From an optimization exercise on the open Yosys and OpenROAD flow, aimed at small area and a short achievable clock period; shortcuts taken in it are not production practice. RTL that was checked went through simulation tests only; none was proved equivalent to the original. Power figures rest on the tool's default switching activity, not on a simulated workload.

Design top_fp_mul_N32_M23_E8, start of the top module:
module top_fp_mul_N32_M23_E8(input  wire clk,
                             input  wire [31:0] a1,
                             input  wire [31:0] b1,
                             output wire [31:0] y);
Size: roughly 1,700 cells after synthesis, roughly 130 flip-flops, roughly 97 I/O pins, about 16,000 µm² of cells after synthesis.
export LEC_CHECK = 0
export ABC_AREA = 1
export CAP_MARGIN = 20
export CORE_MARGIN = 2
export CORE_UTILIZATION = 50
export CTS_BUF_LIST = sky130_fd_sc_hd__clkbuf_4 sky130_fd_sc_hd__clkbuf_8
export CTS_CLUSTER_SIZE = 30
export PLACE_DENSITY = 0.8
export SETUP_SLACK_MARGIN = 4.0
export SLEW_MARGIN = 70
export SYNTH_HIERARCHICAL = 1
create_clock -name core_clock -period 8.5 [get_ports {clk}]
standard.sh (not shown) runs the stock make flow with config.mk's settings and CLKGATE_MAP_FILE= SYNTH_SCRIPT=/design/flow/synth_recipe.tcl, a recipe that flattens the netlist after the stock synthesis.
==> flow/flow/run.sh <==
#!/bin/bash
bash standard.sh MATCH_CELL_FOOTPRINT=0 "BUFFER_PORTS_ARGS=-buffer_cell sky130_fd_sc_hd__buf_2" finish > standard.log 2>&1
The first run ran to the end with no violations.
Next try:
Settings changed: CORE_UTILIZATION 50 to 40, CTS_BUF_LIST sky130_fd_sc_hd__clkbuf_4 sky130_fd_sc_hd__clkbuf_8 to default, PLACE_DENSITY 0.8 to 0.75.
The new run finished with timing, DRC and antenna clean.
Register-to-register slack gets worse by 0.02 ns.
Fmax fell by 0.74%.
Hold slack gets worse by 0.010 ns.
Cell count rose by 3.7%.
Worst setup slack gets worse by 0.033 ns.
Sequential cell count stays the same.
Critical path depth rose by 1.
Next try:
Settings changed: CORE_UTILIZATION 40 to 55, CTS_BUF_LIST from default to sky130_fd_sc_hd__clkbuf_4 sky130_fd_sc_hd__clkbuf_8, PLACE_DENSITY 0.75 to 0.85.
Setup slack is worse by 0.019 ns; hold slack is better by 0.013 ns; critical path depth is lower by 1; wire length is lower by 4.5%; count of clock-buffer cells in the layout does not change.
Next try:
Settings changed: CORE_UTILIZATION 55 to 50, CTS_CLUSTER_SIZE 30 to 20, PLACE_DENSITY 0.85 to 0.8.
The new run completed with no timing, DRC or antenna violations.
Cell count goes up by 3.1%.
Routed wire length barely changes.
Clock power came out higher by 19%.
Next try:
Settings changed: CTS_CLUSTER_SIZE 20 to 30, SETUP_SLACK_MARGIN 4.0 to 4.1.
Result:
- The new run went through all stages and came out clean
- final area is higher by 1.2%
- worst setup slack gets worse by 0.063 ns
- core utilization went up by 0.65 points
- final cell count came out higher by 0.45%
- clock-buffer cell count went down by 1
- wire length goes up by 1.5%
- flip-flop and latch count does not change
- worst hold slack stays flat
- sequential power stays flat
Next try:
==> flow/flow/run.sh (replaced) <==
#!/bin/bash
bash standard.sh MATCH_CELL_FOOTPRINT=0 RECOVER_POWER=100 "BUFFER_PORTS_ARGS=-buffer_cell sky130_fd_sc_hd__buf_2" finish > standard.log 2>&1
Settings changed: SETUP_SLACK_MARGIN 4.1 to 4.0.
What happened: With this change the flow ran to the end with violations: capacitance limit, slew limit; sequential cell count stays the same; register-to-register slack gets worse by 0.93 ns; design area goes down by 2.0%; power goes down by 3.7%; clock-buffer cell count goes up by 1.

top_fp_mul_N32_M23_E8, a different RTL version from the one above (not shown whole).
Size in the first run: ~1,800 cells after synthesis, ~130 flip-flops, ~97 I/O pins.
==> flow/config.mk <==
export PLATFORM = sky130hd
export DESIGN_NAME = top_fp_mul_N32_M23_E8
export DESIGN_NICKNAME = top_fp_mul_N32_M23_E8
export VERILOG_FILES = /design/flow/design.v
export SDC_FILE = /design/flow/constraint.sdc
export NUM_CORES = 4
export LEC_CHECK = 0
export ABC_AREA = 1
export CAP_MARGIN = 20
export CORE_MARGIN = 2
export CORE_UTILIZATION = 40
export CTS_CLUSTER_SIZE = 30
export PLACE_DENSITY = 0.75
export SETUP_SLACK_MARGIN = 3.75
export SLEW_MARGIN = 70
export SYNTH_HIERARCHICAL = 1
==> flow/constraint.sdc <==
create_clock -name core_clock -period 8.5 [get_ports {clk}]
set_input_delay 1.7000 -clock core_clock [delete_from_list [all_inputs] [get_ports {clk}]]
set_output_delay 1.7000 -clock core_clock [all_outputs]
set_load 0.01 [all_outputs]
==> flow/flow/run.sh <==
#!/bin/bash
bash standard.sh MATCH_CELL_FOOTPRINT=0 "BUFFER_PORTS_ARGS=-buffer_cell sky130_fd_sc_hd__buf_2" finish > standard.log 2>&1
Edit:
- CORE_UTILIZATION: 40 -> 50
- PLACE_DENSITY: 0.75 -> 0.8
- SETUP_SLACK_MARGIN: 3.75 -> 4.0
Combinational power went up by about 2%.
Final area went up by about 0.8%.
Utilization went up by 12 points.
Synthesized cell count stays the same.
Sequential cell count does not change.
Setup slack is better by 0.12 ns.
Routed wire length went down by 2.8%.
Edit:
- ABC_AREA: 1 -> 0
- CORE_UTILIZATION: 50 -> 40
- PLACE_DENSITY: 0.8 -> 0.75
- SETUP_SLACK_MARGIN: 4.0 -> 3.75
=> Synthesized area is lower by 1.4%; first-iteration DRC count is lower by about 23%; cell area is lower by about 1.3%.
Edit:
- ABC_AREA: 0 -> 1
- SETUP_SLACK_MARGIN: 3.75 -> 4.0
Core utilization is about the same; flip-flop and latch count does not change; register-to-register slack improves by 0.51 ns; non-clock buffer count increases by 18; fmax increases by 4.8%; clock power increases by about 3%.

top_fp_mul_N32_M23_E8, a different RTL version from the one above (not shown whole).
Size: ~130 flip-flops, ~97 I/O pins, ~0.016 mm² of cells after synthesis.
==> flow/config.mk <==
export PLATFORM = sky130hd
export DESIGN_NAME = top_fp_mul_N32_M23_E8
export DESIGN_NICKNAME = top_fp_mul_N32_M23_E8
export VERILOG_FILES = /design/flow/design.v
export SDC_FILE = /design/flow/constraint.sdc
export NUM_CORES = 4
export LEC_CHECK = 0
export ABC_AREA = 1
export CAP_MARGIN = 20
export CORE_MARGIN = 2
export CORE_UTILIZATION = 50
export CTS_CLUSTER_SIZE = 30
export PLACE_DENSITY = 0.8
export SETUP_SLACK_MARGIN = 4.25
export SLEW_MARGIN = 70
export SYNTH_HIERARCHICAL = 1
==> flow/constraint.sdc <==
create_clock -name core_clock -period 8.5 [get_ports {clk}]
set_input_delay 1.7000 -clock core_clock [delete_from_list [all_inputs] [get_ports {clk}]]
set_output_delay 1.7000 -clock core_clock [all_outputs]
set_load 0.01 [all_outputs]
Scripts as last shown in full above: flow/flow/run.sh
The starting point produced a clean layout.
Rerun with:
- SETUP_SLACK_MARGIN: 4.25 -> 4.0
Clock skew barely changes.
Critical path depth goes down by 5.
Hold slack is better by 0.0033 ns.
First-iteration DRC count goes down by 2.8%.
Cell count hardly moves.
Utilization goes down by 0.99 points.
Global-route usage goes down by 0.69 points.
Fmax is about the same.
Routed wire length goes down by 3.6%.
Power goes down by 3.8%.
Function was not checked in any run of this note: the RTL went through the layout flow alone.

Another version of the RTL of top_fp_mul_N32_M23_E8 (not shown whole).
For scale: about 3000 cells after synthesis, ~130 flip-flops, about 97 I/O pins, roughly 0.020 mm² of cells after synthesis.
clock: 8.5 ns
lec_check: 0
abc_area: 1
cap_margin: 20
core_margin: 2
core_utilization: 40
setup_slack_margin: 4.0
slew_margin: 20
synth_hierarchical: 1
run.sh (not shown) runs the stock make flow with config.mk's settings and CLKGATE_MAP_FILE= SYNTH_SCRIPT=/design/flow/synth_recipe.tcl, a recipe that flattens the netlist after the stock synthesis.
Stock flow here: none of the scripts above is used.
Next try:
--- a/flow/config.mk
+++ b/flow/config.mk
@@ -11,3 +11,3 @@
 export CORE_UTILIZATION = 40
-export SETUP_SLACK_MARGIN = 4.0
+export SETUP_SLACK_MARGIN = 3.5
 export SLEW_MARGIN = 20
Clock skew grows by 0.0073 ns.
Sequential share of layout area rose by 0.48 points.
Routed wire length decreases by roughly a tenth.
Global-route usage came out lower by 2.7 points.
Area after synthesis stays the same.
Function was not checked in any run of this note: the RTL went through the layout flow alone.

## run A
top_fp_mul_N32_M23_E8 with an RTL version that a note above also has.
For scale: about 1700 cells after synthesis, about 130 flip-flops, about 97 I/O pins, roughly 16000 um2 of cells after synthesis.
// top_fp_mul_N32_M23_E8
module top_fp_mul_N32_M23_E8(input  wire clk,
                             input  wire [31:0] a1,
                             input  wire [31:0] b1,
                             output wire [31:0] y);
  genvar k;
  reg  [22:0] ra_n;           
  reg  [11:0] one_n, two_n;   
  wire [22:0] ra = ~ra_n;
  reg  [10:0] negr;
  wire [11:0] neg = {1'b1, negr};    
  wire [11:0] nneg = ~neg;
  wire [24:0] bx = {1'b1, b1[22:0], 1'b0};
  wire [11:0] one_d, two_d, neg_d;
  generate for (k = 0; k < 12; k = k + 1) begin : g_enc
    assign one_d[k] = bx[2*k+1] ^ bx[2*k];
    assign two_d[k] = (bx[2*k+2] & ~bx[2*k+1] & ~bx[2*k]) | (~bx[2*k+2] & bx[2*k+1] & bx[2*k]);
    assign neg_d[k] = bx[2*k+2];
  end endgenerate
  reg  [7:0]  re;
  reg         rs, rS;
  wire [22:0] za, zb;    
  assign za[0] = 1'b1;
  assign zb[0] = 1'b1;
  generate for (k = 1; k < 23; k = k + 1) begin : g_tz
    assign za[k] = ~|a1[k-1:0];
    assign zb[k] = ~|b1[k-1:0];
  end endgenerate
  wire [22:0] zab;
  generate for (k = 0; k < 23; k = k + 1) begin : g_zab
    assign zab[k] = za[k] & zb[22-k];
  end endgenerate
  wire sticky = ~|zab;
  always @(posedge clk) begin
    ra_n <= ~a1[22:0];
    one_n <= ~one_d;
    two_n <= ~two_d;
    negr <= neg_d[10:0];
    re <= a1[30:23] + b1[30:23] + 8'd129;
    rs <= a1[31] ^ b1[31];
    rS <= sticky;
  end
  wire [24:0] pp0;
  wire [24:0] pp1;
  wire [24:0] pp2;
  wire [24:0] pp3;
  wire [24:0] pp4;
  wire [24:0] pp5;
  wire [24:0] pp6;
  wire [24:0] pp7;
  wire [24:0] pp8;
  wire [24:0] pp9;
  wire [24:0] pp10;
  wire [24:0] pp11;
  wire n1;
  wire n2;
  wire n3;
  wire n4;
  wire n5;
  wire n6;
  wire n7;
  wire n8;
  wire n9;
  wire n10;
  wire n11;
  wire s12;
  wire c13;
  wire s14;
  wire c15;
  wire s16;
  wire c17;
  wire s18;
  wire c19;
  wire s20;
  wire c21;
  wire s22;
  wire c23;
  wire s24;
  wire c25;
  wire s26;
  wire c27;
  wire s28;
  wire c29;
  wire s30;
  wire c31;
  wire s32;
  wire c33;
  wire s34;
  wire c35;
  wire s36;
  wire c37;
  wire s38;
  wire c39;
  wire s40;
  wire c41;
  wire s42;
  wire c43;
  wire s44;
  wire c45;
  wire s46;
  wire c47;
  wire s48;
  wire c49;
  wire s50;
  wire c51;
  wire s52;
  wire c53;
  wire s54;
  wire c55;
  wire s56;
  wire c57;
  ...
==> flow/config.mk <==
export PLATFORM = sky130hd
export DESIGN_NAME = top_fp_mul_N32_M23_E8
export DESIGN_NICKNAME = top_fp_mul_N32_M23_E8
export VERILOG_FILES = /design/flow/design.v
export SDC_FILE = /design/flow/constraint.sdc
export NUM_CORES = 4
export LEC_CHECK = 0
export ABC_AREA = 1
export CAP_MARGIN = 20
export CORE_MARGIN = 2
export CORE_UTILIZATION = 50
export CTS_CLUSTER_SIZE = 30
export PLACE_DENSITY = 0.8
export SETUP_SLACK_MARGIN = 4.25
export SLEW_MARGIN = 70
export SYNTH_HIERARCHICAL = 1
==> flow/constraint.sdc <==
create_clock -name core_clock -period 8.5 [get_ports {clk}]
set_input_delay 1.7000 -clock core_clock [delete_from_list [all_inputs] [get_ports {clk}]]
set_output_delay 1.7000 -clock core_clock [all_outputs]
set_load 0.01 [all_outputs]
standard.sh (not shown) runs the stock make flow with config.mk's settings and CLKGATE_MAP_FILE= SYNTH_SCRIPT=/design/flow/synth_recipe.tcl, a recipe that flattens the netlist after the stock synthesis.
Scripts as last shown in full above: flow/flow/run.sh
Run A: flow completed, timing, DRC and antenna clean
For run B, these inputs were changed with respect to run A:
==> flow/flow/run.sh <==
#!/bin/bash
bash standard.sh MATCH_CELL_FOOTPRINT=0 RECOVER_POWER=50 "BUFFER_PORTS_ARGS=-buffer_cell sky130_fd_sc_hd__buf_2" finish > standard.log 2>&1
--- a/flow/config.mk
+++ b/flow/config.mk
@@ -11,5 +11,6 @@
 export CORE_UTILIZATION = 50
+export CTS_BUF_LIST = sky130_fd_sc_hd__clkbuf_4 sky130_fd_sc_hd__clkbuf_8
 export CTS_CLUSTER_SIZE = 30
 export PLACE_DENSITY = 0.8
-export SETUP_SLACK_MARGIN = 4.25
+export SETUP_SLACK_MARGIN = 4.0
 export SLEW_MARGIN = 70
==> results.txt <==
one_n[11] as the start point of the critical path was reported by run B, and rlp[5] by run A. The final-layout worst hold slack number comes out higher for run B vs run A. Run B does better than run A on wire length. Share of total power consumed by net switching ended up 0.17 points higher on run B than on run A. Run B — worst-case setup slack after placement 41 ps lower, run A as reference. [compare] base=run A new=run B: HPWL reported at the end of detailed placement has decreased, combinational share of power saw an increase.
Edits applied to the flow inputs when going from run B to run C:
==> flow/flow/run.sh <==
#!/bin/bash
bash standard.sh MATCH_CELL_FOOTPRINT=0 "BUFFER_PORTS_ARGS=-buffer_cell sky130_fd_sc_hd__buf_2" finish > standard.log 2>&1
--- a/flow/config.mk
+++ b/flow/config.mk
@@ -15,3 +15,3 @@
 export SETUP_SLACK_MARGIN = 4.0
-export SLEW_MARGIN = 70
+export SLEW_MARGIN = 60
 export SYNTH_HIERARCHICAL = 1
Notes after the runs:
In the flow results for run C and run B, the worst setup slack is larger on run C.
Combinational power is higher on run B
Going from run B to run C, post-CTS setup-driven buffer insertion count was more or less identical; aggregate routed wire length went down by 990 um.
Power: run C better than run B
Relative area of non-clock buffer cells in the final design: run B vs run C, no meaningful difference
When the final numbers for run C and run B were put side by side, the data required time of the worst path turned out to be greater in run B.
Re portion of the clock cycle consumed by the worst path in the final layout: run C is 6.0 points down on run B.
Comparing run B against run C, there is no change at all in mux contribution to synthesized area.
--- input diff run C..run D ---
--- a/flow/config.mk
+++ b/flow/config.mk
@@ -11,3 +11,2 @@
 export CORE_UTILIZATION = 50
-export CTS_BUF_LIST = sky130_fd_sc_hd__clkbuf_4 sky130_fd_sc_hd__clkbuf_8
 export CTS_CLUSTER_SIZE = 30
@@ -15,3 +14,3 @@
 export SETUP_SLACK_MARGIN = 4.0
-export SLEW_MARGIN = 60
+export SLEW_MARGIN = 70
 export SYNTH_HIERARCHICAL = 1
Findings:
Across run C and run D, none had a timing, DRC or antenna violation. Worst setup slack: run D vs run C — no meaningful difference. Compared with run C, in run D sequential cell fraction of total power lost 0.7 points, measured slew at the worst slew-check pin lost 200 ps. Clock-pin slew of the registers on the worst-case setup and hold paths was lower in the run labelled run D. Row internal power: run D higher / run C lower. When the final numbers for run C and run D were put side by side, the non-clock buffer instance count of the final layout turned out to be smaller in run D. The final critical-path required period of run D and that of run C are within noise of each other. Leakage power summed over all cells: lower on run C.

==> afterwards: timing with drivers on the ports <==
The flow's constraints put no driver on any port. The routed layouts listed below were extracted and timed again, unchanged, in two steps. Step 1 sets driving cells, clkbuf_16 on the clock port and buf_2 on the other inputs (assumed; they add their load-dependent delay and slew). Step 2, shift: input delay + t, output delay - t, t = (earliest + latest rising clock arrival at the registers) / 2. This alone moves slack from input paths to output paths. Slacks: ideal ports / drivers / drivers and shift; pairs: ideal ports / drivers.
run	shift t [ns]	slack for setup (ns)	worst hold slack (ns)	slew at the worst register clock pin (ns)
the first run of note 1	0.474	4.154 / 4.117 / 4.195	0.328 / 0.328 / 0.328	0.09 / 0.09
the second run of note 1	0.473	4.121 / 4.077 / 4.181	0.318 / 0.318 / 0.318	0.07 / 0.07
the third run of note 1	0.498	4.102 / 4.060 / 4.178	0.331 / 0.331 / 0.331	0.08 / 0.08
the fourth run of note 1	0.474	4.154 / 4.117 / 4.195	0.328 / 0.328 / 0.328	0.09 / 0.09
the fifth run of note 1	0.514	4.091 / 4.052 / 4.244	0.331 / 0.331 / 0.331	0.08 / 0.08
the sixth run of note 1	0.473	2.484 / 2.446 / 2.919	0.327 / 0.327 / 0.327	0.09 / 0.09
the first run of note 2	0.466	3.955 / 3.911 / 4.377	0.327 / 0.327 / 0.327	0.06 / 0.06
the second run of note 2	0.480	4.078 / 4.036 / 4.302	0.325 / 0.325 / 0.325	0.07 / 0.07
the third run of note 2	0.474	3.850 / 3.806 / 3.870	0.326 / 0.326 / 0.326	0.07 / 0.07
the fourth run of note 2	0.468	4.063 / 4.018 / 4.381	0.327 / 0.327 / 0.327	0.06 / 0.06
the first run of note 3	0.475	4.025 / 3.976 / 4.330	0.325 / 0.325 / 0.325	0.06 / 0.06
the second run of note 3	0.476	4.023 / 3.978 / 4.293	0.328 / 0.328 / 0.328	0.06 / 0.06
the first run of note 4	0.506	3.826 / 3.771 / 3.994	0.325 / 0.325 / 0.325	0.07 / 0.07
the second run of note 4	0.509	3.620 / 3.565 / 3.652	0.326 / 0.326 / 0.326	0.07 / 0.07
run A	0.484	4.251 / 4.200 / 4.314	0.324 / 0.324 / 0.324	0.06 / 0.06
run B	0.474	3.616 / 3.616 / 3.616	0.330 / 0.330 / 0.330	0.09 / 0.09
run C	0.512	4.123 / 4.080 / 4.130	0.331 / 0.331 / 0.331	0.08 / 0.08
run D	0.464	4.124 / 4.078 / 4.162	0.325 / 0.325 / 0.325	0.07 / 0.07
